This is an optimization exercise on Yosys and OpenROAD, whose aim is small area and a short achievable clock period, not a production implementation. Only simulation tests tie the RTL to the original design; equivalence was not proved. Power is estimated from default activity; no workload was simulated.

## flow/design.v (module list and top-level ports; edited modules follow where they fit)
// module testAdd: 6 lines
// module Add: 6 lines
// module testSub: 6 lines
// module Sub: 6 lines
// module testComp: 8 lines
// module Comp: 24 lines
// module testMux2x1: 7 lines
// module Mux2x1: 12 lines
// module testReg: 7 lines
// module Reg: 11 lines
// module testSHL: 6 lines
// module SHL: 6 lines
// module testSHR: 6 lines
// module SHR: 6 lines
// module CircuitTest: 1268 lines
// module g_aoi21: 3 lines
// module g_inv: 3 lines
// module g_ltsel: 3 lines
// module g_nand2: 3 lines
// module g_nand2b: 3 lines
// module g_nor2: 3 lines
// module g_oai21: 3 lines
// module g_xnor2: 3 lines
// module g_xor2: 3 lines
module CircuitTest (a,b,c,z,x,clk,rst);
  // ...
==> flow/flow/run.sh <==
#!/bin/bash
# Own layout flow: the standard ORFS flow (standard.sh) with these changes:
#  - synthesis script flow/mixsynth.tcl: synth_recipe.tcl with ABC run per module,
#    the small gate modules (g_*) with ORFS's speed script and the top module with
#    ORFS's area script (ABC_AREA 1); hierarchy is flattened at the end as before;
#  - no Yosys full/half-adder extraction (ADDER_MAP_FILE empty);
#  - ABC sizes for a 2 fF load (ABC_LOAD_IN_FF), so gate modules get small cells;
#  - the port buffers that buffer_ports puts on every input and output are
#    sky130_fd_sc_hd__buf_1 instead of the default delay buffer.
# Make's full output goes to flow_make.log here; each ORFS step keeps its own log
# under orfs/logs/.
set -uo pipefail
here=$(pwd)
bash standard.sh ADDER_MAP_FILE= ABC_LOAD_IN_FF=2 \
  "SYNTH_SCRIPT=$here/flow/mixsynth.tcl" \
  "BUFFER_PORTS_ARGS=-buffer_cell sky130_fd_sc_hd__buf_1" \
  finish > flow_make.log 2>&1
==> flow/flow/mixsynth.tcl <==
# The standard flow's synthesis script (synth_recipe.tcl) with one change: ABC maps the small
# gate modules (g_*) with ORFS's speed script, which keeps XOR and MUX cells,
# and the rest of the design with ORFS's area script.
proc synth {args} { yosys synth -nofsm -noshare {*}$args }
proc abc {args} {
  set i [lsearch -exact $args -script]
  set speed [lreplace $args $i [expr {$i + 1}] -script $::env(SCRIPTS_DIR)/abc_speed.script]
  set area [lreplace $args $i [expr {$i + 1}] -script $::env(SCRIPTS_DIR)/abc_area.script]
  foreach m [split [string trim [yosys tee -q -s result.string select -list-mod =g_*]] "\n"] {
    if {$m ne ""} { yosys abc {*}$speed =$m }
  }
  yosys abc {*}$area =$::env(DESIGN_NAME)
}
source $::env(SCRIPTS_DIR)/synth.tcl
# left out here: clear keep_hierarchy, flatten, clean up, hide names made inside functions, write 1_2_yosys.v
==> flow/standard.sh <==
#!/bin/bash
# synth_recipe.tcl (not shown) runs the flow's synth.tcl, then flattens the netlist and writes it again
# the make line also repeats each setting of config.mk as NAME=value (left out here)
make -C /OpenROAD-flow-scripts/flow DESIGN_CONFIG=/design/flow/config.mk WORK_HOME=/design/flow/orfs CLKGATE_MAP_FILE= SYNTH_SCRIPT=/design/flow/synth_recipe.tcl "${@:-finish}"
==> flow/config.mk <==
export PLATFORM = sky130hd
export DESIGN_NAME = CircuitTest
export DESIGN_NICKNAME = CircuitTest
export VERILOG_FILES = /design/flow/design.v
export SDC_FILE = /design/flow/constraint.sdc
export NUM_CORES = 4
export LEC_CHECK = 0
export ABC_AREA = 1
export CAP_MARGIN = 20
export CORE_MARGIN = 2
export CORE_UTILIZATION = 40
export CTS_BUF_LIST = sky130_fd_sc_hd__clkbuf_8
export SETUP_SLACK_MARGIN = 4.4
export SLEW_MARGIN = 20
export SYNTH_HIERARCHICAL = 1
export TNS_END_PERCENT = 20
==> flow/constraint.sdc <==
create_clock -name core_clock -period 7.5 [get_ports {clk}]
set_input_delay 1.5000 -clock core_clock [delete_from_list [all_inputs] [get_ports {clk}]]
set_output_delay 1.5000 -clock core_clock [all_outputs]
set_load 0.01 [all_outputs]
==> metrics.md, run 1 <==
| Metric | Value |
|---|---|
| Synthesized cell area | `11,170 µm²` |
| Final Hold Viols | `0` |
| RSZ-0062 raised after global routing | `true` |
| Critical path startpoint category | `input pin` |
| Critical setup path kind | `input pin to flip-flop` |
| Total global-route track usage | `0.2227` |
| Most instantiated cells after synthesis | `nand2_1, nor2_1, o21ai_1` |
| Area leader, netlist | `edfxtp_1` |
| Clock Tree Root | `clkbuf_8` |
| CP endpoint kind | `flip-flop` |
| GRT overflow | `0` |
| Initial antenna violation count | `6` |
| Status | `no timing/DRC/antenna violations` |
| Inserted Clock Buffers | `17` |
| Mapped Cells | `between 1,500 and 2,000` |
| Area of the multi-input gates | `7221 µm²` |
| Post-place instance area | `12,540 µm²` |
| # H-tree levels | `4` |
| Sw Pwr | `1.224 mW` |
| GRT met2 Usage | `0.3757` |
| CP required | `approximately 7.7 ns` |
| Met2 Routed Length | `15,200 µm` |
| Sequential cell area share | `0.2923` |
| Clock latency on the worst-skew pair | `0.45 ns` |
| Pwr Total | `3.172 mW` |
| Critical path depth | `13` |
| Synth Area in Compound Gates | `0.1347` |
| Signal buffers share of area | `0.09530` |
| Clock buffer count | `17` |
| Maximum clock frequency | `0.3144 GHz` |
| Std-Cell Rows | `61` |
| Clock net power | `0.662 mW` |
| Syn. warnings | `7` |
| Die footprint | `between 20,000 and 30,000 µm²` |
| Post-route clock skew | `0.01306 ns` |
| Hold depth | `4` |
| #FFs+latches synth | `approximately 130` |
| Yosys cell types | `14` |
| WL/cell | `14.38 µm` |
| Met3 Resource Use GR | `0.03817` |
| Routed wire length | `between 30,000 and 40,000 µm` |
==> run 2: changes to the inputs <==
--- a/flow/config.mk
+++ b/flow/config.mk
@@ -13,4 +13,4 @@
 export SETUP_SLACK_MARGIN = 4.4
 export SLEW_MARGIN = 20
 export SYNTH_HIERARCHICAL = 1
-export TNS_END_PERCENT = 20
+export TNS_END_PERCENT = 100
==> run 2 against run 1 <==
Against the previous run: still clean; area after synthesis stayed put; synthesized cell count stayed put; clock skew is 0.0013 ns lower; critical endpoint is now yr[9]$_DFFE_PN_; largest cell class unchanged; highest routed layer unchanged.
==> metrics.md, run 2 <==
| Metric | Value |
|---|---|
| Status | `no timing/DRC/antenna violations (unchanged)` |
| Slowest Stage Delay on Critical Path | `0.25 ns (about the same)` |
| Post-synth top area share | `0.3523 (unchanged)` |
| Most frequent cells in the layout | `nand2_1, nor2_1, o21ai_1, edfxtp_1, buf_1 (was nand2_1, nor2_1, buf_1, o21ai_1, edfxtp_1)` |
| CTS clk-pin slew, worst paths | `0.07 ns (about the same)` |
| Num ports | `258 (unchanged)` |
| Synthesized cell area | `11,170 µm² (unchanged)` |
| Critical path origin | `b[30] (was c[7])` |
| Net count after synthesis | `1,791 (unchanged)` |
| #FFs+latches synth | `131 (unchanged)` |
| Setup Viol. Count Final | `0 (unchanged)` |
| Slowest CP cell | `o21a_2 (was o21a_4)` |
| Final Hold Viols | `0 (unchanged)` |
| Most instantiated cells after synthesis | `nand2_1, nor2_1, o21ai_1 (unchanged)` |
| Pre-Repair DR Iteration Count | `5 (unchanged)` |
| Final core area utilization | `0.5454 (was 0.4871)` |
| Synth-to-Final Area Change | `34.94% (was 20.52%)` |
| Die Wd | `171.1 µm (unchanged)` |
| Peak VDD IR | `0.0001023 V (was 0.0001154 V)` |
| Initial cell density of the core | `0.4042 (unchanged)` |
| Die footprint | `29,270 µm² (unchanged)` |
| Max FO, Critical Path | `8 (was 64)` |
| Register area share after synthesis | `0.3523 (unchanged)` |
| # H-tree levels | `4 (unchanged)` |
| Clock Path Buffers | `2 (unchanged)` |
| Clock latency on the worst-skew pair | `0.46 ns (was 0.45 ns)` |
| Area of the multi-input gates | `8092 µm² (was 7221 µm²)` |
| Port Buffers | `257 (unchanged)` |
| R2R setup slack | `4.39 ns (about the same)` |
| WP data arrival | `3.45 ns (was 3.39 ns)` |
| Biggest regs | `ar (33), yr (33) (unchanged)` |
| Top cells by area, synth | `edfxtp_1, nand2_1, nor2_1, xor2_1, o21ai_1 (unchanged)` |
| Inserted Clock Buffers | `17 (unchanged)` |
| Initial antenna violation count | `8 (was 6)` |
| Setup TNS | `0 ns (unchanged)` |
| Mapped Cells | `1,597 (unchanged)` |
| RSZ-0062 raised after global routing | `true (unchanged)` |
| Clock Tree Root | `clkbuf_8 (unchanged)` |
| Most frequent cell after synthesis | `nand2_1 (unchanged)` |
| Crit path cell chain | `buf_4 > xor2_1 > nor2_2 > a21oi_1 > o21ai_2 > a21oi_2 > o21ai_2 > a21oi_2 > nor2_1 > o21a_2 > buf_12 > buf_12 > buf_16 > nand2_2 > nand2_1 (was buf_2 > xor2_1 > nor2_1 > nand2_1 > o21ai_2 > a21oi_2 > o21ai_1 > a21oi_2 > nor2_1 > o21a_4 > inv_12 > nand2_1 > nand2_1)` |
| Async S/R FF share, synth | `0 (unchanged)` |
| Vias post-DR | `11,415 (was 11,123)` |
| DRC viols | `0 (unchanged)` |
| CP endpoint kind | `flip-flop (unchanged)` |
| Max_slew headroom | `0.6385 (was 0.4290)` |
| GRT overflow | `0 (unchanged)` |
| Worst Tran Pin Value | `0.5422 ns (was 0.8565 ns)` |
| Post-synth EDFFs | `131 (unchanged)` |
| DR iter-0 viols | `652 (was 601)` |
| Hold_sp | `ar[0]$_DFFE_PN_ (unchanged)` |
| Minimum clock period | `3.239 ns (was 3.181 ns)` |
| Reg2Reg Launch Point | `er$_DFFE_PN_ (unchanged)` |
| CTS tree | `done (unchanged)` |
| Clock Sinks | `131 (unchanged)` |
| Period Utilization, post-route | `0.4318 (was 0.4241)` |
| Critical path startpoint category | `input pin (unchanged)` |
| Final non-filler cell total | `2,286 (was 2,269)` |
| Pwr Total | `3.397 mW (was 3.172 mW)` |
| CP required | `7.72 ns (was 7.71 ns)` |
| Avg Cell Area, Syn | `6.992 µm² (unchanged)` |
| Via-per-instance ratio | `4.993 (was 4.902)` |
| Most used DFF post-synth | `edfxtp_1 (unchanged)` |
| Worst hold margin | `0.8189 ns (was 0.8297 ns)` |
| Max Transition Viols Final | `0 (unchanged)` |
| DPL Wire Length | `25,760 µm (was 25,900 µm)` |
| Pwr/cell area | `225.4 nW/µm² (was 235.7 nW/µm²)` |
| Post-route clock skew | `0.01172 ns (was 0.01306 ns)` |
| Final ANT Viol Nets | `0 (unchanged)` |
| Max-cap viol count | `0 (unchanged)` |
| Std-Cell Rows | `61 (unchanged)` |
| Total global-route track usage | `0.2401 (was 0.2227)` |
| First-pass GRT wire length | `53,790 µm (was 50,950 µm)` |
| Maximum clock frequency | `0.3088 GHz (was 0.3144 GHz)` |
| Vias in the first global route | `10,296 (was 10,189)` |
| Area of the core | `27,630 µm² (unchanged)` |
| Critical setup path kind | `input pin to flip-flop (unchanged)` |
| Largest net degree at the start of global routing | `57 (was 67)` |
| Pleak | `6.125 nW (was 5.405 nW)` |
| Area leader, netlist | `edfxtp_1 (unchanged)` |
| CTS Hold Bufs | `0 (unchanged)` |
| Routed wire length | `36,670 µm (was 32,620 µm)` |
| Syn. warnings | `7 (unchanged)` |
| HP Class | `flip-flop to flip-flop (unchanged)` |
| Share of layout cells above drive strength 1 | `0.2383 (was 0.07631)` |
| Number of fill cells in the layout | `2,732 (was 2,896)` |
| Sequential cell area | `3934 µm² (unchanged)` |
| Yosys cell types | `14 (unchanged)` |
| Most common cell after layout, fill and taps aside | `nand2_1 (unchanged)` |
| Die height | `171.1 µm (unchanged)` |
| Final nets | `2,086 (was 2,070)` |
| Post-placement cell count | `2,218 (was 2,217)` |
| Placer Congestion | `0.8834 (was 0.8767)` |
| WL/cell | `16.04 µm (was 14.38 µm)` |
## run 2: report_power, final
part           leakage (nW)  internal (mW)  switching, mW  total, mW
Combinational          4.67          0.703           1.03       1.73
Sequential             1.29           1.03         0.0871       1.12
Clock                 0.172          0.278          0.269      0.547
## run 2: kinds of logic (layout without fill, tap and decap cells)
group,count (synthesis),in the layout,share of synthesized area
flops,131,131,0.3523
buf+inv,44,348,0.02073
simple gates,897,897,0.3159
other cells,0,7,0
xor+xnor,225,225,0.1765
compound gates,300,300,0.1347
## run 2: modules after synthesis (local to each module, per instance)
module       flops+latches  cell area (µm²)
CircuitTest            131             5175
g_xnor2                  0            8.758
g_oai21                  0            5.005
g_nor2                   0            3.754
g_aoi21                  0            5.005
g_nand2b                 0            6.256
g_xor2                   0            8.758
g_nand2                  0            3.754
g_inv                    0            3.754
g_ltsel                  0            15.01
## run 2: area by class of cell
| cell class | instances | share of cell area |
|---|---|---|
| Clock inverter | 11 | 0.006477 |
| Timing Repair Buffer | 296 | 0.1397 |
| Inverter | 24 | 0.007639 |
| Tap cell | 378 | 0.03139 |
| Sequential cell | 131 | 0.2611 |
| Clock buffer | 17 | 0.01553 |
| Antenna cell | 7 | 0.001163 |
| Multi-Input combinational cell | 1422 | 0.5370 |
## run 2: per-layer routing
layer	part of all wire	track usage	up-vias
met5	0.00035	0	-
li1	-	-	5811
met4	0.023	0.08769	2
met1	0.43	0.3005	5205
met2	0.49	0.4148	347
met3	0.059	0.04141	50
## run 2: metrics by stage
stage	instance area (µm²)	setup WS [ns]
finish	15070	4.261
global route	15060	4.196
CTS	14060	4.308
detailed placement	12640	3.008
global placement	12640	3.003
floorplan	11310	3.724
## run 2: repair_timing
action                     4_1_cts  5_1_grt
resized for setup              234      301
pin swaps                       49      113
setup endpoints to repair      151      151
gates cloned                    13        2
setup buffers                   12        6
## run 2: worst max-delay path, delay by kind of cell
kind,cells,cell delay [ns]
compound gates,6,0.91
simple gates,4,0.24
buf+inv,4,0.57
xor+xnor,1,0.20
## run 2: path summary, 6_finish.rpt
path	end	depth (start not counted)
max	yr[9]$_DFFE_PN_	15
min	z[0]$_DFFE_PN_	4
min reg2reg	z[0]$_DFFE_PN_	4
max reg2reg	x[31]$_DFFE_PN_	17
==> run 3: changes to the inputs <==
--- a/flow/flow/run.sh
+++ b/flow/flow/run.sh
@@ -14,4 +14,5 @@
 bash standard.sh ADDER_MAP_FILE= ABC_LOAD_IN_FF=2 \
   "SYNTH_SCRIPT=$here/flow/mixsynth.tcl" \
   "BUFFER_PORTS_ARGS=-buffer_cell sky130_fd_sc_hd__buf_1" \
+  SETUP_MOVE_SEQUENCE=sizeup,swap,buffer,clone,split \
   finish > flow_make.log 2>&1
--- a/flow/config.mk
+++ b/flow/config.mk
@@ -13,4 +13,4 @@
 export SETUP_SLACK_MARGIN = 4.4
 export SLEW_MARGIN = 20
 export SYNTH_HIERARCHICAL = 1
-export TNS_END_PERCENT = 100
+export TNS_END_PERCENT = 0
==> run 3 against run 2 <==
Against the previous run: maximum frequency rose by 1.5%; clock skew up 0.0039 ns; first-iteration DRC count shrank 5.8%; area after synthesis did not move; final area decreased by 11%; critical path type unchanged; largest cell class unchanged.
==> metrics.md, run 3 <==
| Metric | Value |
|---|---|
| Status | `no timing/DRC/antenna violations (unchanged)` |
| Port Buffers | `257 (unchanged)` |
| HP Class | `flip-flop to flip-flop (unchanged)` |
| RSZ-0062 raised after global routing | `true (unchanged)` |
| Max_slew headroom | `0.4267 (was 0.6385)` |
| Clock Sinks | `131 (unchanged)` |
| Area leader, netlist | `edfxtp_1 (unchanged)` |
| First-pass GRT wire length | `50,950 µm (was 53,790 µm)` |
| Hold depth | `4 (unchanged)` |
| Most frequent cells in the layout | `nand2_1, nor2_1, buf_1, o21ai_1, edfxtp_1 (was nand2_1, nor2_1, o21ai_1, edfxtp_1, buf_1)` |
| DRC viols | `0 (unchanged)` |
| Post-route clock skew | `0.01561 ns (was 0.01172 ns)` |
| Hold_sp | `yr[0]$_DFFE_PN_ (was ar[0]$_DFFE_PN_)` |
| Post-synthesis simple-gate area fraction | `0.3159 (unchanged)` |
| Peak VDD IR | `0.0001152 V (was 0.0001023 V)` |
| Yosys cell types | `14 (unchanged)` |
| Clock latency on the worst-skew pair | `0.45 ns (was 0.46 ns)` |
| Clock Tree Root | `clkbuf_8 (unchanged)` |
| Syn. warnings | `7 (unchanged)` |
| Vias in the first global route | `10,199 (was 10,296)` |
| Critical path startpoint category | `input pin (unchanged)` |
| Minimum clock period | `3.190 ns (was 3.239 ns)` |
| Std-Cell Rows | `61 (unchanged)` |
| Max-cap viol count | `0 (unchanged)` |
| Pre-Repair DR Iteration Count | `6 (was 5)` |
| Vias post-DR | `11,065 (was 11,415)` |
| CP most frequent cell | `nand2_1` |
| Initial antenna violation count | `6 (was 8)` |
| Total global-route track usage | `0.2226 (was 0.2401)` |
| Hold path endpoint | `z[0]$_DFFE_PN_ (unchanged)` |
| DPL Wire Length | `25,900 µm (was 25,760 µm)` |
| Async S/R FF share, synth | `0 (unchanged)` |
| Max FO, Critical Path | `64 (was 8)` |
| Maximum clock frequency | `0.3135 GHz (was 0.3088 GHz)` |
| Slowest CP cell | `o21a_4 (was o21a_2)` |
| CP endpoint kind | `flip-flop (unchanged)` |
| Post-synth EDFFs | `131 (unchanged)` |
| Post-synth top area share | `0.3523 (unchanged)` |
| Routed wire length | `32,570 µm (was 36,670 µm)` |
| Placer Congestion | `0.8767 (was 0.8834)` |
| Adder-cell area share of the yosys netlist | `0 (unchanged)` |
| Reg2reg end | `x[31]$_DFFE_PN_ (unchanged)` |
| Initial cell density of the core | `0.4042 (unchanged)` |
| Top cells by area, synth | `edfxtp_1, nand2_1, nor2_1, xor2_1, o21ai_1 (unchanged)` |
| Synth Area in Compound Gates | `0.1347 (unchanged)` |
| Post-placement cell count | `2,217 (was 2,218)` |
| Die Wd | `171.1 µm (unchanged)` |
| Final nets | `2,066 (was 2,086)` |
| # H-tree levels | `4 (unchanged)` |
| Critical setup path kind | `input pin to flip-flop (unchanged)` |
| Period Utilization, post-route | `0.4253 (was 0.4318)` |
| Pwr/cell area | `236.5 nW/µm² (was 225.4 nW/µm²)` |
| Die height | `171.1 µm (unchanged)` |
| Synth-to-Final Area Change | `19.87% (was 34.94%)` |
| Final Hold Viols | `0 (unchanged)` |
| Most used DFF post-synth | `edfxtp_1 (unchanged)` |
| Post-synthesis mux area share | `0 (unchanged)` |
| Share of layout cells above drive strength 1 | `0.06691 (was 0.2383)` |
| WL/cell | `14.38 µm (was 16.04 µm)` |
| Most frequent cell after synthesis | `nand2_1 (unchanged)` |
| Synthesized cell area | `11,170 µm² (unchanged)` |
| DR iter-0 viols | `614 (was 652)` |
| Reg2Reg Launch Point | `er$_DFFE_PN_ (unchanged)` |
| Slowest Stage Delay on Critical Path | `0.25 ns (about the same)` |
| Most common cell after layout, fill and taps aside | `nand2_1 (unchanged)` |
| CP required | `7.71 ns (was 7.72 ns)` |
| Clock Path Buffers | `2 (unchanged)` |
| R2R setup slack | `4.35 ns (was 4.39 ns)` |
| Final setup margin | `4.310 ns (was 4.261 ns)` |
| Via-per-instance ratio | `4.885 (was 4.993)` |
| Biggest regs | `ar (33), yr (33) (unchanged)` |
| Most instantiated cells after synthesis | `nand2_1, nor2_1, o21ai_1 (unchanged)` |
| Inserted Clock Buffers | `17 (unchanged)` |
| Crit path cell chain | `buf_2 > xor2_1 > nor2_1 > nand2_1 > o21ai_2 > a21oi_2 > o21ai_1 > a21oi_2 > nor2_1 > o21a_4 > inv_12 > nand2_1 > nand2_1 (was buf_4 > xor2_1 > nor2_2 > a21oi_1 > o21ai_2 > a21oi_2 > o21ai_2 > a21oi_2 > nor2_1 > o21a_2 > buf_12 > buf_12 > buf_16 > nand2_2 > nand2_1)` |
| Avg Cell Area, Syn | `6.992 µm² (unchanged)` |
| Die footprint | `29,270 µm² (unchanged)` |
| CTS tree | `done (unchanged)` |
| Mapped Cells | `1,597 (unchanged)` |
| Worst Tran Pin Value | `0.8600 ns (was 0.5422 ns)` |
| Largest net degree at the start of global routing | `67 (was 57)` |
| Setup Viol. Count Final | `0 (unchanged)` |
| WP data arrival | `3.40 ns (was 3.45 ns)` |
| Pre-CTS setup slack | `3.443 ns (was 3.008 ns)` |
| Num ports | `258 (unchanged)` |
| Net count after synthesis | `1,791 (unchanged)` |
| CTS clk-pin slew, worst paths | `0.07 ns (about the same)` |
| Max Transition Viols Final | `0 (unchanged)` |
| FF-to-FF path depth | `17 (unchanged)` |
| Largest family of logic cells by synthesized area | `simple AND/OR/NAND/NOR gates (unchanged)` |
| Setup TNS | `0 ns (unchanged)` |
| #FFs+latches synth | `131 (unchanged)` |
| Post-Synth XOR/XNOR Area | `0.1765 (unchanged)` |
| Area of the core | `27,630 µm² (unchanged)` |
| Pleak | `5.349 nW (was 6.125 nW)` |
| Final non-filler cell total | `2,265 (was 2,286)` |
| Final ANT Viol Nets | `0 (unchanged)` |
| Register area share after synthesis | `0.3523 (unchanged)` |
| GRT overflow | `0 (unchanged)` |
-- run 3: cell counts after synthesis --
No cell type changed its count.
-- run 3: per-module statistics from Yosys (local to each module, per instance) --
module / copies in the design / flip-flops and latches / cells inside
CircuitTest: 1 / 131 / 444
g_aoi21: 98 / 0 / 1
g_inv: 20 / 0 / 1
g_ltsel: 1 / 0 / 3
g_nand2: 262 / 0 / 1
g_nand2b: 64 / 0 / 1
g_nor2: 280 / 0 / 1
g_oai21: 201 / 0 / 1
g_xnor2: 107 / 0 / 1
g_xor2: 118 / 0 / 1
-- run 3: cell families after synthesis --
family / count (synthesis)
AND/OR/NAND/NOR: 897
AO/OA/AOI/OAI: 300
XOR/XNOR: 225
flip-flops: 131
buffers and inverters: 44
-- run 3: worst max path at each step --
stage                            start                to  slack, ns  cells after the start
after global placement            c[5]  yr[15]$_DFFE_PN_       3.17                     13
after global routing      er$_DFFE_PN_   x[31]$_DFFE_PN_       4.17                     17
after floorplan                    rst   ar[0]$_DFFE_PN_       3.72                      1
after detailed placement          c[6]    x[5]$_DFFE_PN_       3.44                     13
after CTS                         c[7]    x[5]$_DFFE_PN_       4.36                     13
final                             c[7]    x[5]$_DFFE_PN_       4.31                     13
-- run 3: metal layers --
layer	global-route usage	wire [µm]	vias up
met5	0	13	-
met4	0.07553	715	2
met3	0.03817	1801	46
met2	0.3754	15160	318
met1	0.2882	14880	4907
li1	-	-	5792
-- run 3: cell type report --
class / instances / area [µm²]
antenna: 4 / 10.01
clock buffer: 17 / 234.0
clock inverter: 13 / 195.2
fill: 2907 / 14240
inverter: 24 / 108.9
multi-input combinational: 1422 / 7191
sequential: 131 / 3934
tap: 378 / 473.0
timing repair buffer: 276 / 1240
-- run 3: worst max-delay path: cells and delay by family --
kind,cells,cell delay [ns]
xor gates and xnor gates,1,0.18
buffers and inverters,2,0.26
AOI/OAI and AO/OA,5,0.77
and+or+nand+nor,5,0.62
-- run 3: power breakdown --
group / switching [mW] / internal [mW]
Clock: 0.276 / 0.387
Sequential: 0.0881 / 1.03
Combinational: 0.857 / 0.523
Total: 1.22 / 1.94
-- run 3: through the flow --
step / total power [mW] / area [µm²] / util / hold slack (ns)
6_report: 3.165 / 13390 / 0.4845 / 0.8086
2_1_floorplan: 2.076 / 11200 / - / 0.6723
4_1_cts: 3.157 / 13230 / 0.4787 / 0.7664
5_1_grt: 3.402 / 13380 / 0.4844 / 0.8511
3_3_place_gp: 2.416 / 12540 / 0.4539 / 0.7308
3_5_place_dp: 2.445 / 12540 / 0.4539 / 0.7438
-- run 3: what timing repair did --
action | 4_1_cts | 5_1_grt
hold endpoints to repair | 0 | 0
buffers inserted | 6 | 6
gates cloned | 2 | 0
pin swaps | 18 | 15
hold buffers | 0 | 0
endpoints found under the setup margin | 97 | 163
gates resized for setup | 59 | 27
==> run 4: changes to the inputs <==
--- a/flow/flow/run.sh
+++ b/flow/flow/run.sh
@@ -14,5 +14,4 @@
 bash standard.sh ADDER_MAP_FILE= ABC_LOAD_IN_FF=2 \
   "SYNTH_SCRIPT=$here/flow/mixsynth.tcl" \
   "BUFFER_PORTS_ARGS=-buffer_cell sky130_fd_sc_hd__buf_1" \
-  SETUP_MOVE_SEQUENCE=sizeup,swap,buffer,clone,split \
   finish > flow_make.log 2>&1
--- a/flow/config.mk
+++ b/flow/config.mk
@@ -8,7 +8,7 @@
 export ABC_AREA = 1
 export CAP_MARGIN = 20
 export CORE_MARGIN = 2
-export CORE_UTILIZATION = 40
+export CORE_UTILIZATION = 50
 export CTS_BUF_LIST = sky130_fd_sc_hd__clkbuf_8
 export SETUP_SLACK_MARGIN = 4.4
 export SLEW_MARGIN = 20
==> run 4 against run 3 <==
Against the previous run: first-iteration DRC count is 21% higher; highest routed layer is now met4; non-clock buffer count increased by 10; via count grew 0.88%.
==> metrics.md, run 4 <==
| Metric | Value |
|---|---|
| Status | `no timing/DRC/antenna violations (unchanged)` |
| Largest net degree at the start of global routing | `68 (was 67)` |
| CP required | `7.69 ns (was 7.71 ns)` |
| Peak VDD IR | `0.0001071 V (was 0.0001152 V)` |
| Die Wd | `153.4 µm (was 171.1 µm)` |
| Post-synth EDFFs | `131 (unchanged)` |
| Die height | `153.4 µm (was 171.1 µm)` |
| Hold_sp | `ar[0]$_DFFE_PN_ (was yr[0]$_DFFE_PN_)` |
| Area leader, netlist | `edfxtp_1 (unchanged)` |
| Synth-to-Final Area Change | `22.01% (was 19.87%)` |
| Total global-route track usage | `0.2548 (was 0.2226)` |
| Async S/R FF share, synth | `0 (unchanged)` |
| Most frequent cells in the layout | `nand2_1, nor2_1, o21ai_1, buf_1, edfxtp_1 (was nand2_1, nor2_1, buf_1, o21ai_1, edfxtp_1)` |
| Net count after synthesis | `1,791 (unchanged)` |
| Post-synth top area share | `0.3523 (unchanged)` |
| Max Transition Viols Final | `0 (unchanged)` |
| Pleak | `5.581 nW (was 5.349 nW)` |
| CTS Hold Bufs | `0 (unchanged)` |
| Vias in the first global route | `9,683 (was 10,199)` |
| CTS tree | `done (unchanged)` |
| Via-per-instance ratio | `5.125 (was 4.885)` |
| Clock latency on the worst-skew pair | `0.45 ns (about the same)` |
| Top cells by area, synth | `edfxtp_1, nand2_1, nor2_1, xor2_1, o21ai_1 (unchanged)` |
| Mapped Cells | `1,597 (unchanged)` |
| Yosys cell types | `14 (unchanged)` |
| Post-placement cell count | `2,118 (was 2,217)` |
| Period Utilization, post-route | `0.4246 (was 0.4253)` |
| Routed wire length | `31,790 µm (was 32,570 µm)` |
| Setup TNS | `0 ns (unchanged)` |
| Synthesized cell area | `11,170 µm² (unchanged)` |
| CP endpoint kind | `flip-flop (unchanged)` |
| Pre-Repair DR Iteration Count | `5 (was 6)` |
| HP Class | `flip-flop to flip-flop (unchanged)` |
| Most common cell after layout, fill and taps aside | `nand2_1 (unchanged)` |
| DRC viols | `0 (unchanged)` |
| Most frequent cell after synthesis | `nand2_1 (unchanged)` |
| WL/cell | `14.59 µm (was 14.38 µm)` |
| Inserted Clock Buffers | `17 (unchanged)` |
| Max_slew headroom | `0.4211 (was 0.4267)` |
| Share of layout cells above drive strength 1 | `0.1144 (was 0.06691)` |
| RSZ-0062 raised after global routing | `true (unchanged)` |
| Maximum clock frequency | `0.3141 GHz (was 0.3135 GHz)` |
| Port Buffers | `257 (unchanged)` |
| # H-tree levels | `4 (unchanged)` |
| Setup Viol. Count Final | `0 (unchanged)` |
| Initial antenna violation count | `1 (was 6)` |
| Worst Tran Pin Value | `0.8683 ns (was 0.8600 ns)` |
| Number of fill cells in the layout | `2,080 (was 2,907)` |
| Pwr/cell area | `234.3 nW/µm² (was 236.5 nW/µm²)` |
| Syn. warnings | `7 (unchanged)` |
| Most used DFF post-synth | `edfxtp_1 (unchanged)` |
| DPL Wire Length | `23,820 µm (was 25,900 µm)` |
| Register area share after synthesis | `0.3523 (unchanged)` |
| Biggest regs | `ar (33), yr (33) (unchanged)` |
| Avg Cell Area, Syn | `6.992 µm² (unchanged)` |
| Final non-filler cell total | `2,178 (was 2,265)` |
| Most instantiated cells after synthesis | `nand2_1, nor2_1, o21ai_1 (unchanged)` |
| Final Hold Viols | `0 (unchanged)` |
| CTS clk-pin slew, worst paths | `0.08 ns (was 0.07 ns)` |
| Minimum clock period | `3.184 ns (was 3.190 ns)` |
| Max FO, Critical Path | `8 (was 64)` |
| Reg2Reg Launch Point | `er$_DFFE_PN_ (unchanged)` |
| First-pass GRT wire length | `48,360 µm (was 50,950 µm)` |
| WP data arrival | `3.37 ns (was 3.40 ns)` |
| GRT overflow | `0 (unchanged)` |
| Initial cell density of the core | `0.5101 (was 0.4042)` |
| Area of the core | `21,890 µm² (was 27,630 µm²)` |
| DR iter-0 viols | `746 (was 614)` |
| Critical path startpoint category | `input pin (unchanged)` |
| Clock Tree Root | `clkbuf_8 (unchanged)` |
| Critical setup path kind | `input pin to flip-flop (unchanged)` |
| Placer Congestion | `0.9029 (was 0.8767)` |
| #FFs+latches synth | `131 (unchanged)` |
| Critical path origin | `b[1] (was c[7])` |
| Final ANT Viol Nets | `0 (unchanged)` |
| Clock Path Buffers | `2 (unchanged)` |
| Post-route clock skew | `0.01433 ns (was 0.01561 ns)` |
| Vias post-DR | `11,162 (was 11,065)` |
| Die footprint | `23,550 µm² (was 29,270 µm²)` |
| Clock Sinks | `131 (unchanged)` |
| Max-cap viol count | `0 (unchanged)` |
| Num ports | `258 (unchanged)` |
| Std-Cell Rows | `54 (was 61)` |
| Final nets | `2,078 (was 2,066)` |
==> run 4: kinds of logic after synthesis <==
family,count (synthesis),synth area share
DFF,131,0.3523
AOI/OAI and AO/OA,300,0.1347
buffers and inverters,44,0.02073
xor gates and xnor gates,225,0.1765
and+or+nand+nor,897,0.3159
==> run 4: critical path, cell delays in order <==
cell and delay, ns:
buf_2 0.13, xor2_2 0.19, o21ai_1 0.10, a21oi_2 0.17, o21ai_2 0.09, a21oi_2 0.19, o21ai_2 0.07, a21oi_2 0.15
nor2_1 0.07, o21a_2 0.25, buf_12 0.17, buf_4 0.15, nand2_1 0.06, nand2_1 0.07
==> run 4: what timing repair did <==
action / in CTS / in global routing
pin swaps: 2 / 42
resized for setup: 19 / 163
cloned: 4 / 4
setup endpoints to repair: 98 / 165
setup buffers: 3 / 16
==> run 4: final cells by class <==
cell class	count	area (µm²)	share of cell area
multi-input combinational	1422	7356	0.5399
sequential	131	3934	0.2887
timing repair buffer	286	1436	0.1054
tap	280	350.3	0.02571
clock buffer	17	234.0	0.01717
clock inverter	15	167.7	0.01231
inverter	24	116.4	0.008541
timing repair inverter	2	27.53	0.002020
antenna	1	2.502	0.0001837
==> run 4: per-stage QoR <==
step	utilization	total power [mW]	worst slack, ns	hold WS [ns]	instance area (µm²)
6_report	0.6224	3.193	4.316	0.8099	13620
3_5_place_dp	0.5669	2.439	2.788	0.7441	12410
3_3_place_gp	0.5669	2.407	2.804	0.7326	12410
5_1_grt	0.6224	3.418	4.197	0.8823	13620
2_1_floorplan	-	2.076	3.724	0.6723	11200
4_1_cts	0.5933	3.087	4.215	0.7596	12990
==> run 4: final timing paths <==
kind	cells after the start	slack (ns)	to
setup / recovery	14	4.32	yr[30]$_DFFE_PN_
setup reg to reg	17	4.39	x[30]$_DFFE_PN_
hold / removal	4	0.81	z[0]$_DFFE_PN_
hold reg to reg	4	0.81	z[0]$_DFFE_PN_
==> run 4: report_power, final <==
| group | internal [mW] | switching [mW] |
|---|---|---|
| clock network | 0.324 | 0.288 |
| logic | 0.560 | 0.903 |
| registers | 1.03 | 0.0844 |
| total | 1.92 | 1.28 |
==> run 4: per-layer routing <==
layer	share of wire	GRT usage	wire (µm)	up-vias
met5	0	0	0	-
met4	0.015	0.06116	486	0
met3	0.068	0.05132	2167	31
met2	0.46	0.4175	14460	368
met1	0.46	0.3486	14670	4968
li1	-	-	-	5795
==> run 4: modules after synthesis (local to each module, per instance) <==
module | times used | area [µm²]
CircuitTest | 1 | 5175
g_ltsel | 1 | 15.01
g_xnor2 | 107 | 8.758
g_xor2 | 118 | 8.758
g_nand2b | 64 | 6.256
g_aoi21 | 98 | 5.005
g_oai21 | 201 | 5.005
g_inv | 20 | 3.754
g_nand2 | 262 | 3.754
g_nor2 | 280 | 3.754
==> run 5: changes to the inputs <==
--- a/flow/config.mk
+++ b/flow/config.mk
@@ -8,7 +8,7 @@
 export ABC_AREA = 1
 export CAP_MARGIN = 20
 export CORE_MARGIN = 2
-export CORE_UTILIZATION = 50
+export CORE_UTILIZATION = 35
 export CTS_BUF_LIST = sky130_fd_sc_hd__clkbuf_8
 export SETUP_SLACK_MARGIN = 4.4
 export SLEW_MARGIN = 20
==> run 5 against run 4 <==
Against the previous run: clock skew is 0.00075 ns higher; count of clock-buffer cells in the layout is the same; via count grew 0.22%; area after synthesis unchanged; critical path depth down 1; final area grew 2.9%; sequential share of layout area fell by 0.80 points; critical endpoint is now yr[2]$_DFFE_PN_.
==> metrics.md, run 5 <==
| Metric | Value |
|---|---|
| Via-per-instance ratio | `4.834 (was 5.125)` |
| Post-placement cell count | `2,242 (was 2,118)` |
| Routed wire length | `34,740 µm (was 31,790 µm)` |
| Net Sw Frac | `0.3880 (was 0.3996)` |
| Critical path startpoint category | `input pin (unchanged)` |
| Inserted Clock Buffers | `17 (unchanged)` |
| Largest net degree at the start of global routing | `68 (unchanged)` |
| Minimum clock period | `3.258 ns (was 3.184 ns)` |
| Clock latency on the worst-skew pair | `0.45 ns (about the same)` |
| Std-Cell Rows | `65 (was 54)` |
| Synth-to-Final Area Change | `25.50% (was 22.01%)` |
| DPL Wire Length | `26,470 µm (was 23,820 µm)` |
| Synthesized cell area | `11,170 µm² (unchanged)` |
| Die Wd | `182.6 µm (was 153.4 µm)` |
| Register area share after synthesis | `0.3523 (unchanged)` |
| Pwr Total | `3.284 mW (was 3.193 mW)` |
| Pleak | `5.700 nW (was 5.581 nW)` |
| Final nets | `2,091 (was 2,078)` |
| Post-route clock skew | `0.01508 ns (was 0.01433 ns)` |
| Total global-route track usage | `0.1936 (was 0.2548)` |
| Period Utilization, post-route | `0.4343 (was 0.4246)` |
| Num ports | `258 (unchanged)` |
| Pre-Repair DR Iteration Count | `4 (was 5)` |
| GRT overflow | `0 (unchanged)` |
| WL/cell | `15.01 µm (was 14.59 µm)` |
| Status | `no timing/DRC/antenna violations (unchanged)` |
| CTS tree | `done (unchanged)` |
| Pwr/cell area | `234.3 nW/µm² (about the same)` |
| Area of the core | `31,470 µm² (was 21,890 µm²)` |
| Async S/R FF share, synth | `0 (unchanged)` |
| Most frequent cells in the layout | `nand2_1, nor2_1, o21ai_1, buf_1, edfxtp_1 (unchanged)` |
| Clock Tree Root | `clkbuf_8 (unchanged)` |
| Post-place instance area | `12,580 µm² (was 12,410 µm²)` |
| Max-cap viol count | `0 (unchanged)` |
| Share of layout cells above drive strength 1 | `0.1304 (was 0.1144)` |
| Max Transition Viols Final | `0 (unchanged)` |
| Post-synth EDFFs | `131 (unchanged)` |
| WP data arrival | `3.46 ns (was 3.37 ns)` |
| DRC viols | `0 (unchanged)` |
| Post-Layout Inst Area | `14,010 µm² (was 13,620 µm²)` |
| Peak VDD IR | `0.0001295 V (was 0.0001071 V)` |
| Number of fill cells in the layout | `3,258 (was 2,080)` |
| Most common cell after layout, fill and taps aside | `nand2_1 (unchanged)` |
| Clock Path Buffers | `2 (unchanged)` |
| Final ANT Viol Nets | `0 (unchanged)` |
| CP required | `7.70 ns (was 7.69 ns)` |
| CTS clk-pin slew, worst paths | `0.07 ns (was 0.08 ns)` |
| Final Hold Viols | `0 (unchanged)` |
| Initial cell density of the core | `0.3548 (was 0.5101)` |
| Max_slew headroom | `0.4231 (was 0.4211)` |
| Sw Pwr | `1.274 mW (was 1.276 mW)` |
| DR iter-0 viols | `569 (was 746)` |
| Clock Sinks | `131 (unchanged)` |
| Die height | `182.6 µm (was 153.4 µm)` |
| Initial antenna violation count | `3 (was 1)` |
| Port Buffers | `257 (unchanged)` |
| Top cells by area, synth | `edfxtp_1, nand2_1, nor2_1, xor2_1, o21ai_1 (unchanged)` |
| Reg2reg end | `x[30]$_DFFE_PN_ (unchanged)` |
| Internal power | `2.010 mW (was 1.917 mW)` |
| CTS Hold Bufs | `0 (unchanged)` |
| Vias in the first global route | `10,182 (was 9,683)` |
| Final non-filler cell total | `2,314 (was 2,178)` |
| Setup TNS | `0 ns (unchanged)` |
| Net count after synthesis | `1,791 (unchanged)` |
| Hold_sp | `ar[0]$_DFFE_PN_ (unchanged)` |
| Yosys cell types | `14 (unchanged)` |
| CP endpoint kind | `flip-flop (unchanged)` |
| Sequential Power Share | `0.341 (was 0.350)` |
| RSZ-0062 raised after global routing | `true (unchanged)` |
| Max FO, Critical Path | `32 (was 8)` |
| Avg Cell Area, Syn | `6.992 µm² (unchanged)` |
| Post-synth top area share | `0.3523 (unchanged)` |
| Hold depth | `4 (unchanged)` |
| R2R setup slack | `4.33 ns (was 4.39 ns)` |
| Hold path endpoint | `z[0]$_DFFE_PN_ (unchanged)` |
| Reg2Reg Launch Point | `er$_DFFE_PN_ (unchanged)` |
| Worst Tran Pin Value | `0.8654 ns (was 0.8683 ns)` |
| Critical setup path kind | `input pin to flip-flop (unchanged)` |
| Syn. warnings | `7 (unchanged)` |
| Worst hold margin | `0.8093 ns (was 0.8099 ns)` |
| Maximum clock frequency | `0.3070 GHz (was 0.3141 GHz)` |
| Mapped Cells | `1,597 (unchanged)` |
| #FFs+latches synth | `131 (unchanged)` |
| Setup Viol. Count Final | `0 (unchanged)` |
| Clock power share | `0.199 (was 0.192)` |
| Most used DFF post-synth | `edfxtp_1 (unchanged)` |
| Logic pwr share | `0.460 (was 0.458)` |
| Vias post-DR | `11,187 (was 11,162)` |
| # H-tree levels | `4 (unchanged)` |
| First-pass GRT wire length | `51,230 µm (was 48,360 µm)` |
| FF-to-FF path depth | `17 (unchanged)` |
| Most frequent cell after synthesis | `nand2_1 (unchanged)` |
| Area leader, netlist | `edfxtp_1 (unchanged)` |
| HP Class | `flip-flop to flip-flop (unchanged)` |
| Critical path origin | `c[11] (was b[1])` |
| Die footprint | `33,350 µm² (was 23,550 µm²)` |
| Most instantiated cells after synthesis | `nand2_1, nor2_1, o21ai_1 (unchanged)` |
| Biggest regs | `ar (33), yr (33) (unchanged)` |
| Placer Congestion | `0.9078 (was 0.9029)` |
## run 5: layout make-up
| cell class | instances | area [µm²] | share of cell area |
|---|---|---|---|
| multi-input cells | 1422 | 7430 | 0.5301 |
| flip-flops and latches | 131 | 3934 | 0.2807 |
| repair buffers | 298 | 1579 | 0.1127 |
| well taps | 402 | 503.0 | 0.03589 |
| clock buffers | 17 | 234.0 | 0.01669 |
| clock inverters | 15 | 195.2 | 0.01393 |
| inverters | 24 | 108.9 | 0.007767 |
| repair inverters | 3 | 26.28 | 0.001875 |
| diodes | 2 | 5.005 | 0.0003571 |
## run 5: layer usage
| metal | GRT usage | wire [µm] | vias up | share of wire |
|---|---|---|---|---|
| met3 | 0.04011 | 2090 | 42 | 0.060 |
| met1 | 0.2404 | 15160 | 5011 | 0.44 |
| met4 | 0.06452 | 792 | 2 | 0.023 |
| met2 | 0.3346 | 16680 | 312 | 0.48 |
| met5 | 0 | 13 | - | 0.00037 |
| li1 | - | - | 5820 | - |
## run 5: cells by family after synthesis
logic type | synth area share
AOI/OAI and AO/OA | 0.1347
xor gates and xnor gates | 0.1765
buffers and inverters | 0.02073
DFF | 0.3523
and+or+nand+nor | 0.3159
## run 5: worst max path at each step
stage / to
6_report: yr[2]$_DFFE_PN_
5_1_grt: x[31]$_DFFE_PN_
4_1_cts: x[0]$_SDFFCE_PP0N_
3_5_place_dp: yr[25]$_DFFE_PN_
3_3_place_gp: yr[26]$_DFFE_PN_
2_1_floorplan: ar[0]$_DFFE_PN_
## run 5: per-stage QoR
| step | util | setup WS (ns) |
|---|---|---|
| 2_1_floorplan | - | 3.724 |
| 3_3_place_gp | 0.3996 | 3.265 |
| 3_5_place_dp | 0.3996 | 3.247 |
| 4_1_cts | 0.4188 | 4.259 |
| 5_1_grt | 0.4452 | 4.180 |
| 6_report | 0.4453 | 4.242 |
## run 5: power groups by stage
stage               clock [mW]  sequential, mW  combinational [mW]
finish                   0.653            1.12                1.51
global route             0.692            1.14                1.69
CTS                      0.668            1.12                1.36
floorplan                    0            1.18               0.893
detailed placement           0            1.14                1.31
global placement             0            1.14                1.29
## run 5: worst max-delay path, stage by stage
cell and delay (ns):
clkbuf_2 0.16, xor2_2 0.20, nor2_2 0.07, a21oi_1 0.21, o21ai_1 0.12, a21oi_2 0.17
o21ai_2 0.08, a21oi_2 0.20, nor2_2 0.06, o21a_4 0.29, clkbuf_16 0.24, nand2_1 0.09
nand2_1 0.06
## run 5: timing repair
action | 4_1_cts | 5_1_grt
setup endpoints to repair | 97 | 162
endpoints found under the hold margin | 0 | 0
resized for setup | 42 | 157
buffers inserted | 2 | 25
pin swaps | 4 | 62
cloned | 1 | 10
## run 5: modules after synthesis (local to each module, per instance)
module,cells inside,flops+latches
CircuitTest,444,131
g_ltsel,3,0
g_xnor2,1,0
g_xor2,1,0
g_nand2b,1,0
g_aoi21,1,0
g_oai21,1,0
g_inv,1,0
g_nand2,1,0
g_nor2,1,0
==> run 6: changes to the inputs <==
--- a/flow/config.mk
+++ b/flow/config.mk
@@ -8,7 +8,7 @@
 export ABC_AREA = 1
 export CAP_MARGIN = 20
 export CORE_MARGIN = 2
-export CORE_UTILIZATION = 35
+export CORE_UTILIZATION = 45
 export CTS_BUF_LIST = sky130_fd_sc_hd__clkbuf_8
 export SETUP_SLACK_MARGIN = 4.4
 export SLEW_MARGIN = 20
==> run 6 against run 5 <==
Against the previous run: highest routed layer is now met4; area after synthesis unchanged; hold slack gained 0.024 ns; critical path depth up 2; wire length is 1.8% lower; clock skew is 0.0026 ns lower; register-to-register slack better by 0.03 ns; largest cell class unchanged; die area decreased by 22%; via count is essentially flat; sequential cell count unchanged; non-clock buffer count decreased by 9; combinational power about the same; still clean; clock power fell by 8.6%.
==> metrics.md, run 6 <==
| Metric | Value |
|---|---|
| RSZ-0062 raised after global routing | `true (unchanged)` |
| Final setup margin | `4.188 ns (was 4.242 ns)` |
| Vias in the first global route | `10,024 (was 10,182)` |
| WL/cell | `15.31 µm (was 15.01 µm)` |
| Synthesized cell area | `11,170 µm² (unchanged)` |
| Clock Tree Root | `clkbuf_8 (unchanged)` |
| Final Hold Viols | `0 (unchanged)` |
| Most instantiated cells after synthesis | `nand2_1, nor2_1, o21ai_1 (unchanged)` |
| Max FO, Critical Path | `7 (was 32)` |
| Net count after synthesis | `1,791 (unchanged)` |
| Period Utilization, post-route | `0.4417 (was 0.4343)` |
| Critical path startpoint category | `input pin (unchanged)` |
| Buffer and inverter count on the worst path | `4 (was 2)` |
| Clock latency on the worst-skew pair | `0.45 ns (about the same)` |
| Clock Sinks | `131 (unchanged)` |
| Mapped Cells | `1,597 (unchanged)` |
| WP data arrival | `3.50 ns (was 3.46 ns)` |
| Critical path origin | `c[31] (was c[11])` |
| Clock Path Buffers | `2 (unchanged)` |
| Area of the core | `24,320 µm² (was 31,470 µm²)` |
| Pleak | `5.758 nW (was 5.700 nW)` |
| Max Transition Viols Final | `0 (unchanged)` |
| Hold_sp | `ar[0]$_DFFE_PN_ (unchanged)` |
| Most common cell after layout, fill and taps aside | `nand2_1 (unchanged)` |
| Max-cap viol count | `0 (unchanged)` |
| Status | `no timing/DRC/antenna violations (unchanged)` |
| Pre-Repair DR Iteration Count | `5 (was 4)` |
| Register area share after synthesis | `0.3523 (unchanged)` |
| Synth-to-Final Area Change | `25.96% (was 25.50%)` |
| Setup TNS | `0 ns (unchanged)` |
| Initial cell density of the core | `0.4592 (was 0.3548)` |
| Die height | `161.5 µm (was 182.6 µm)` |
| Final nets | `2,081 (was 2,091)` |
| CP endpoint kind | `flip-flop (unchanged)` |
| CTS clk-pin slew, worst paths | `0.09 ns (was 0.07 ns)` |
| Avg Cell Area, Syn | `6.992 µm² (unchanged)` |
| Biggest regs | `ar (33), yr (33) (unchanged)` |
| Max_slew headroom | `0.3964 (was 0.4231)` |
| Slowest CP cell | `o21a_4 (unchanged)` |
| Worst path top cell family by delay | `simple AND/OR/NAND/NOR gates (was compound AO/OA/AOI/OAI gates)` |
| CTS tree | `done (unchanged)` |
| CP required | `7.69 ns (was 7.70 ns)` |
| Inserted Clock Buffers | `17 (unchanged)` |
| Post-synth EDFFs | `131 (unchanged)` |
| Setup Viol. Count Final | `0 (unchanged)` |
| Pwr/cell area | `230.8 nW/µm² (was 234.3 nW/µm²)` |
| Post-synth top area share | `0.3523 (unchanged)` |
| # H-tree levels | `4 (unchanged)` |
| Std-Cell Rows | `57 (was 65)` |
| Port Buffers | `257 (unchanged)` |
| Sequential cell area | `3934 µm² (unchanged)` |
| Post-route clock skew | `0.01244 ns (was 0.01508 ns)` |
| Number of fill cells in the layout | `2,406 (was 3,258)` |
| Most frequent cell after synthesis | `nand2_1 (unchanged)` |
| Routed wire length | `34,110 µm (was 34,740 µm)` |
| Yosys cell types | `14 (unchanged)` |
| Total global-route track usage | `0.2507 (was 0.1936)` |
| Maximum clock frequency | `0.3019 GHz (was 0.3070 GHz)` |
| Area leader, netlist | `edfxtp_1 (unchanged)` |
| Num ports | `258 (unchanged)` |
| Minimum clock period | `3.312 ns (was 3.258 ns)` |
| CP most frequent cell | `nand2_2` |
| First-pass GRT wire length | `51,350 µm (was 51,230 µm)` |
| Reg2Reg Launch Point | `er$_DFFE_PN_ (unchanged)` |
| HP Class | `flip-flop to flip-flop (unchanged)` |
| DR iter-0 viols | `665 (was 569)` |
| Die Wd | `161.5 µm (was 182.6 µm)` |
| Slowest Stage Delay on Critical Path | `0.21 ns (was 0.29 ns)` |
| Crit path cell chain | `clkbuf_4 > xor2_2 > nor2_2 > nand2_2 > nor2_4 > nand2_2 > o21ai_2 > a21oi_4 > nor2_4 > o21a_4 > buf_12 > clkinv_16 > clkbuf_16 > nand2_2 > nand2_1 (was clkbuf_2 > xor2_2 > nor2_2 > a21oi_1 > o21ai_1 > a21oi_2 > o21ai_2 > a21oi_2 > nor2_2 > o21a_4 > clkbuf_16 > nand2_1 > nand2_1)` |
| Critical setup path kind | `input pin to flip-flop (unchanged)` |
| Largest net degree at the start of global routing | `73 (was 68)` |
| Final core area utilization | `0.5784 (was 0.4453)` |
| Worst Tran Pin Value | `0.9054 ns (was 0.8654 ns)` |
| Initial antenna violation count | `4 (was 3)` |
| Area of the multi-input gates | `7584 µm² (was 7430 µm²)` |
| Pre-CTS setup slack | `2.672 ns (was 3.247 ns)` |
| Share of layout cells above drive strength 1 | `0.1574 (was 0.1304)` |
| Die footprint | `26,090 µm² (was 33,350 µm²)` |
| GRT overflow | `0 (unchanged)` |
| Vias post-DR | `11,184 (was 11,187)` |
| DPL Wire Length | `24,960 µm (was 26,470 µm)` |
| DRC viols | `0 (unchanged)` |
| Async S/R FF share, synth | `0 (unchanged)` |
| Placer Congestion | `0.9181 (was 0.9078)` |
| #FFs+latches synth | `131 (unchanged)` |
| Peak VDD IR | `0.0001151 V (was 0.0001295 V)` |
| Syn. warnings | `7 (unchanged)` |
| Most frequent cells in the layout | `nand2_1, nor2_1, o21ai_1, buf_1, edfxtp_1 (unchanged)` |
| Via-per-instance ratio | `5.020 (was 4.834)` |
| Most used DFF post-synth | `edfxtp_1 (unchanged)` |
| Top cells by area, synth | `edfxtp_1, nand2_1, nor2_1, xor2_1, o21ai_1 (unchanged)` |
| Final ANT Viol Nets | `0 (unchanged)` |
## run 6: changes by cell type in the layout (fill, tap and decap cells not counted), moves of 12 or more
cell / before / now
buf_1: 174 / 145
buf_2: 14 / 45
nand2_1: 541 / 528
nand2_2: 10 / 22
xor2_1: 109 / 96
xor2_2: 8 / 21
## run 6: Yosys stat by module (local to each module, per instance)
module | area [µm²] | copies in the design
CircuitTest | 5175 | 1
g_aoi21 | 5.005 | 98
g_inv | 3.754 | 20
g_ltsel | 15.01 | 1
g_nand2 | 3.754 | 262
g_nand2b | 6.256 | 64
g_nor2 | 3.754 | 280
g_oai21 | 5.005 | 201
g_xnor2 | 8.758 | 107
g_xor2 | 8.758 | 118
## run 6: worst register-to-register path, delay by kind of cell, from the launching register on
family / cells / cell delay, ns
AOI/OAI and AO/OA: 9 / 1.48
xor gates and xnor gates: 3 / 0.51
buffers and inverters: 3 / 0.37
DFF: 1 / 0.44
and+or+nand+nor: 2 / 0.11
## run 6: power by group
part | switching (mW) | internal [mW]
registers | 0.0839 | 1.03
clock network | 0.300 | 0.297
logic | 0.929 | 0.603
total | 1.31 | 1.93
## run 6: metrics by stage
stage	area, µm²	power, mW	hold slack, ns	cells
CTS	13360	3.155	0.7898	2213
floorplan	11200	2.076	0.6723	1597
global placement	12480	2.413	0.7232	2164
detailed placement	12480	2.431	0.7216	2164
global route	14070	3.480	0.8869	2228
finish	14070	3.246	0.8329	2228
## run 6: final cells by class
type,instances,share of cell area
repair buffers,289,0.1143
diodes,4,0.0007116
clock inverters,15,0.01121
well taps,324,0.02882
clock buffers,17,0.01663
inverters,24,0.008717
repair inverters,1,0.0008006
multi-input cells,1423,0.5391
flip-flops and latches,131,0.2797
## run 6: final timing paths
| kind | to | slack [ns] | cells past startpoint |
|---|---|---|---|
| setup / recovery | yr[9]$_DFFE_PN_ | 4.19 | 15 |
| hold / removal | z[0]$_DFFE_PN_ | 0.83 | 4 |
| hold reg to reg | z[0]$_DFFE_PN_ | 0.83 | 4 |
| setup reg to reg | x[31]$_DFFE_PN_ | 4.36 | 17 |
## run 6: per-layer routing
metal  wire [µm]  vias to the layer above  track usage
met5           0                        -            0
met4         715                        0      0.08442
met3        1984                       41      0.03929
met2       16040                      334       0.4141
met1       15370                     5008       0.3359
li1            -                     5801            -
## run 6: kinds of logic (layout without fill, tap and decap cells)
| group | count (synthesis) | count (layout) | share of synthesized area |
|---|---|---|---|
| simple gates | 897 | 897 | 0.3159 |
| buf+inv | 44 | 346 | 0.02073 |
| compound gates | 300 | 301 | 0.1347 |
| xor+xnor | 225 | 225 | 0.1765 |
| flops | 131 | 131 | 0.3523 |
| other cells | 0 | 4 | 0 |
## run 6: what timing repair did
item,4_1_cts,5_1_grt
pin swaps,26,63
hold buffers,0,0
endpoints found under the hold margin,0,0
resized for setup,97,173
endpoints found under the setup margin,97,169
setup buffers,11,5
gates cloned,6,6
==> run 7: changes to the inputs <==
--- a/flow/config.mk
+++ b/flow/config.mk
@@ -8,9 +8,9 @@
 export ABC_AREA = 1
 export CAP_MARGIN = 20
 export CORE_MARGIN = 2
-export CORE_UTILIZATION = 45
-export CTS_BUF_LIST = sky130_fd_sc_hd__clkbuf_8
-export SETUP_SLACK_MARGIN = 4.4
+export CORE_UTILIZATION = 40
+export CTS_BUF_LIST = sky130_fd_sc_hd__clkbuf_4
+export SETUP_SLACK_MARGIN = 4.2
 export SLEW_MARGIN = 20
 export SYNTH_HIERARCHICAL = 1
 export TNS_END_PERCENT = 0
==> run 7 against run 6 <==
Against the previous run: sequential cell count unchanged; combinational power down 12%; sequential power about the same; highest routed layer is now met5; register-to-register slack about the same; core utilization down 10 points; die area up 12%; wire length down 4.6%; clock power down 5.7%; final area down 6.9%; global-route usage down 3.4 points; total power down 6.4%.
==> metrics.md, run 7 <==
| Metric | Value |
|---|---|
| Status | `no timing/DRC/antenna violations (unchanged)` |
| Hold_sp | `yr[0]$_DFFE_PN_ (was ar[0]$_DFFE_PN_)` |
| DR iter-0 viols | `575 (was 665)` |
| CP required | `7.81 ns (was 7.69 ns)` |
| Post-synth top area share | `0.3523 (unchanged)` |
| Setup TNS | `0 ns (unchanged)` |
| Net count after synthesis | `1,791 (unchanged)` |
| # H-tree levels | `4 (unchanged)` |
| Pleak | `5.150 nW (was 5.758 nW)` |
| R2R setup slack | `4.37 ns (was 4.36 ns)` |
| Clock latency on the worst-skew pair | `0.53 ns (was 0.45 ns)` |
| Clock Sinks | `131 (unchanged)` |
| FF-to-FF path depth | `17 (unchanged)` |
| Pwr/cell area | `231.9 nW/µm² (was 230.8 nW/µm²)` |
| CP most frequent cell | `a21oi_1 (was nand2_2)` |
| Total global-route track usage | `0.2170 (was 0.2507)` |
| CP endpoint kind | `flip-flop (unchanged)` |
| Port Buffers | `257 (unchanged)` |
| WL/cell | `14.40 µm (was 15.31 µm)` |
| Async S/R FF share, synth | `0 (unchanged)` |
| Area leader, netlist | `edfxtp_1 (unchanged)` |
| Via-per-instance ratio | `4.885 (was 5.020)` |
| Initial antenna violation count | `7 (was 4)` |
| HP Class | `flip-flop to flip-flop (unchanged)` |
| Reg2Reg Launch Point | `er$_DFFE_PN_ (unchanged)` |
| Avg Cell Area, Syn | `6.992 µm² (unchanged)` |
| Most instantiated cells after synthesis | `nand2_1, nor2_1, o21ai_1 (unchanged)` |
| Num ports | `258 (unchanged)` |
| Slowest CP cell | `o21a_4 (unchanged)` |
| DPL Wire Length | `25,900 µm (was 24,960 µm)` |
| Routed wire length | `32,540 µm (was 34,110 µm)` |
| WP data arrival | `3.54 ns (was 3.50 ns)` |
| Clock Tree Root | `clkbuf_4 (was clkbuf_8)` |
| Hold depth | `4 (unchanged)` |
| Most frequent cell after synthesis | `nand2_1 (unchanged)` |
| Critical setup path kind | `input pin to flip-flop (unchanged)` |
| Maximum clock frequency | `0.3097 GHz (was 0.3019 GHz)` |
| Reg2reg end | `x[31]$_DFFE_PN_ (unchanged)` |
| CTS Hold Bufs | `0 (unchanged)` |
| First-pass GRT wire length | `49,770 µm (was 51,350 µm)` |
| Setup Viol. Count Final | `0 (unchanged)` |
| Slowest Stage Delay on Critical Path | `0.27 ns (was 0.21 ns)` |
| Critical path startpoint category | `input pin (unchanged)` |
| Area of the core | `27,630 µm² (was 24,320 µm²)` |
| Crit path cell chain | `buf_1 > xor2_1 > nor2_1 > a21oi_1 > o21ai_1 > a21oi_1 > o21ai_1 > a21oi_1 > nor2_1 > o21a_4 > clkbuf_16 > nand2_1 > nand2_1 (was clkbuf_4 > xor2_2 > nor2_2 > nand2_2 > nor2_4 > nand2_2 > o21ai_2 > a21oi_4 > nor2_4 > o21a_4 > buf_12 > clkinv_16 > clkbuf_16 > nand2_2 > nand2_1)` |
| GRT overflow | `0 (unchanged)` |
| Period Utilization, post-route | `0.4305 (was 0.4417)` |
| Die footprint | `29,270 µm² (was 26,090 µm²)` |
| Hold path endpoint | `z[0]$_DFFE_PN_ (unchanged)` |
| Syn. warnings | `7 (unchanged)` |
| Max Transition Viols Final | `0 (unchanged)` |
| #FFs+latches synth | `131 (unchanged)` |
| Std-Cell Rows | `61 (was 57)` |
| CTS clk-pin slew, worst paths | `0.12 ns (was 0.09 ns)` |
| Most used DFF post-synth | `edfxtp_1 (unchanged)` |
| Max_slew headroom | `0.4254 (was 0.3964)` |
| Register area share after synthesis | `0.3523 (unchanged)` |
| Die Wd | `171.1 µm (was 161.5 µm)` |
| Most frequent cells in the layout | `nand2_1, nor2_1, buf_1, o21ai_1, edfxtp_1 (was nand2_1, nor2_1, o21ai_1, buf_1, edfxtp_1)` |
| Final setup margin | `4.272 ns (was 4.188 ns)` |
| Worst hold margin | `0.8233 ns (was 0.8329 ns)` |
| Post-route clock skew | `0.01771 ns (was 0.01244 ns)` |
| Max-cap viol count | `0 (unchanged)` |
| CTS tree | `done (unchanged)` |
| Placer Congestion | `0.8767 (was 0.9181)` |
| Number of fill cells in the layout | `2,904 (was 2,406)` |
| Synth-to-Final Area Change | `17.28% (was 25.96%)` |
| Top cells by area, synth | `edfxtp_1, nand2_1, nor2_1, xor2_1, o21ai_1 (unchanged)` |
| Yosys cell types | `14 (unchanged)` |
| DRC viols | `0 (unchanged)` |
| Max FO, Critical Path | `32 (was 7)` |
| Final Hold Viols | `0 (unchanged)` |
| Largest net degree at the start of global routing | `67 (was 73)` |
| Pre-CTS setup slack | `3.443 ns (was 2.672 ns)` |
| Most common cell after layout, fill and taps aside | `nand2_1 (unchanged)` |
| RSZ-0062 raised after global routing | `true (unchanged)` |
| Synthesized cell area | `11,170 µm² (unchanged)` |
| Pre-Repair DR Iteration Count | `7 (was 5)` |
| Worst Tran Pin Value | `0.8620 ns (was 0.9054 ns)` |
| Final ANT Viol Nets | `0 (unchanged)` |
| Peak VDD IR | `0.00009296 V (was 0.0001151 V)` |
| Inserted Clock Buffers | `17 (unchanged)` |
| Die height | `171.1 µm (was 161.5 µm)` |
| Share of layout cells above drive strength 1 | `0.03516 (was 0.1574)` |
| Clock Path Buffers | `2 (unchanged)` |
| Initial cell density of the core | `0.4042 (was 0.4592)` |
| Vias in the first global route | `10,039 (was 10,024)` |
| Final nets | `2,060 (was 2,081)` |
| Minimum clock period | `3.228 ns (was 3.312 ns)` |
| Mapped Cells | `1,597 (unchanged)` |
| Vias post-DR | `11,041 (was 11,184)` |
| Biggest regs | `ar (33), yr (33) (unchanged)` |
| Post-synth EDFFs | `131 (unchanged)` |
## run 7: cell counts after synthesis
Identical to the previous run, type by type.
## run 7: area by class of cell
cell class,instances,area [µm²],area share
repair buffers,269,1122,0.08570
diodes,5,12.51,0.0009554
repair inverters,1,8.758,0.0006688
inverters,24,108.9,0.008312
clock inverters,10,183.9,0.01404
multi-input cells,1422,7103,0.5424
well taps,378,473.0,0.03611
clock buffers,20,150.1,0.01146
flip-flops and latches,131,3934,0.3004
## run 7: power by group
group	internal, mW	total [mW]	switching [mW]
Clock	0.305	0.563	0.258
Sequential	1.03	1.12	0.0879
Combinational	0.503	1.35	0.852
Total	1.84	3.04	1.20
## run 7: Yosys stat by module, one instance, submodules excluded
module	flip-flops and latches	times used
CircuitTest	131	1
g_ltsel	0	1
g_xnor2	0	107
g_xor2	0	118
g_nand2b	0	64
g_aoi21	0	98
g_oai21	0	201
g_inv	0	20
g_nand2	0	262
g_nor2	0	280
## run 7: cell families (layout without fill, tap and decap cells)
kind of cell	after synthesis	in the layout	share of synthesized area
XOR/XNOR	225	225	0.1765
flip-flops	131	131	0.3523
AND/OR/NAND/NOR	897	897	0.3159
AO/OA/AOI/OAI	300	300	0.1347
other	0	5	0
buffers and inverters	44	324	0.02073
## run 7: per-layer routing
layer / vias to the layer above / GRT usage / wire, µm / part of all wire
met1: 4875 / 0.2821 / 14710 / 0.45
met5: - / 0 / 13 / 0.00040
met4: 2 / 0.07148 / 728 / 0.022
met3: 41 / 0.04164 / 1958 / 0.060
met2: 336 / 0.3622 / 15130 / 0.47
li1: 5787 / - / - / -
## run 7: worst max path at each step
| stage | startpoint | to | slack (ns) | cells after the start |
|---|---|---|---|---|
| 2_1_floorplan | rst | ar[0]$_DFFE_PN_ | 3.72 | 1 |
| 4_1_cts | er$_DFFE_PN_ | x[31]$_DFFE_PN_ | 4.07 | 17 |
| 3_3_place_gp | c[5] | yr[15]$_DFFE_PN_ | 3.17 | 13 |
| 6_report | c[3] | x[30]$_DFFE_PN_ | 4.27 | 13 |
| 5_1_grt | er$_DFFE_PN_ | x[28]$_DFFE_PN_ | 4.15 | 17 |
| 3_5_place_dp | c[6] | x[5]$_DFFE_PN_ | 3.44 | 13 |
## run 7: timing repair
item	CTS	global route
pin swaps	0	3
setup buffers	0	5
gates cloned	0	3
gates resized for setup	8	19
setup endpoints to repair	71	97
## run 7: critical path, delay by kind of cell
family | cells | cell delay [ns]
xor+xnor | 1 | 0.23
compound gates | 6 | 1.03
buf+inv | 2 | 0.44
simple gates | 4 | 0.31
## run 7: through the flow
stage / std cells / util / instance area (µm²) / power, mW
after detailed placement: 2217 / 0.4539 / 12540 / 2.445
after floorplan: 1597 / - / 11200 / 2.076
after CTS: 2247 / 0.4674 / 12910 / 3.014
after global routing: 2259 / 0.4739 / 13090 / 3.278
final: 2260 / 0.4740 / 13100 / 3.038
after global placement: 2217 / 0.4539 / 12540 / 2.416

-- port drivers added, routing unchanged --
The results above use ideal ports. As a check the final layouts listed here were re-extracted and re-timed, cells and wires unchanged.
Step 1: set_driving_cell puts a clkbuf_16 on clk and a buf_2 on each other input, an assumption about the parent block.
Step 2 also shifts input and output timing later by t, the mid clock arrival at the registers, as if the neighbouring blocks saw the same clock.
Three values: ideal, step 1, step 2; two values: the first two.
run	t (ns)	setup slack, ns	hold WS [ns]	worst setup path at the end
run 1	0.484	4.319 / 4.336 / 3.852	0.830 / 0.830 / 0.830	input to register
run 2	0.497	4.261 / 4.266 / 3.768	0.819 / 0.819 / 0.819	input to register
run 3	0.484	4.310 / 4.325 / 3.841	0.809 / 0.809 / 0.809	input to register
run 4	0.480	4.316 / 4.324 / 3.844	0.810 / 0.810 / 0.810	input to register
run 5	0.479	4.242 / 4.224 / 3.745	0.809 / 0.809 / 0.809	input to register
run 6	0.477	4.188 / 4.192 / 3.714	0.833 / 0.833 / 0.833	input to register
run 7	0.569	4.272 / 4.284 / 3.715	0.823 / 0.823 / 0.823	input to register
After both steps setup and hold are still met in every run listed. For run 7, which loses most, drivers alone change the setup slack by +0.012 ns; drivers and shift together by -0.557 ns.
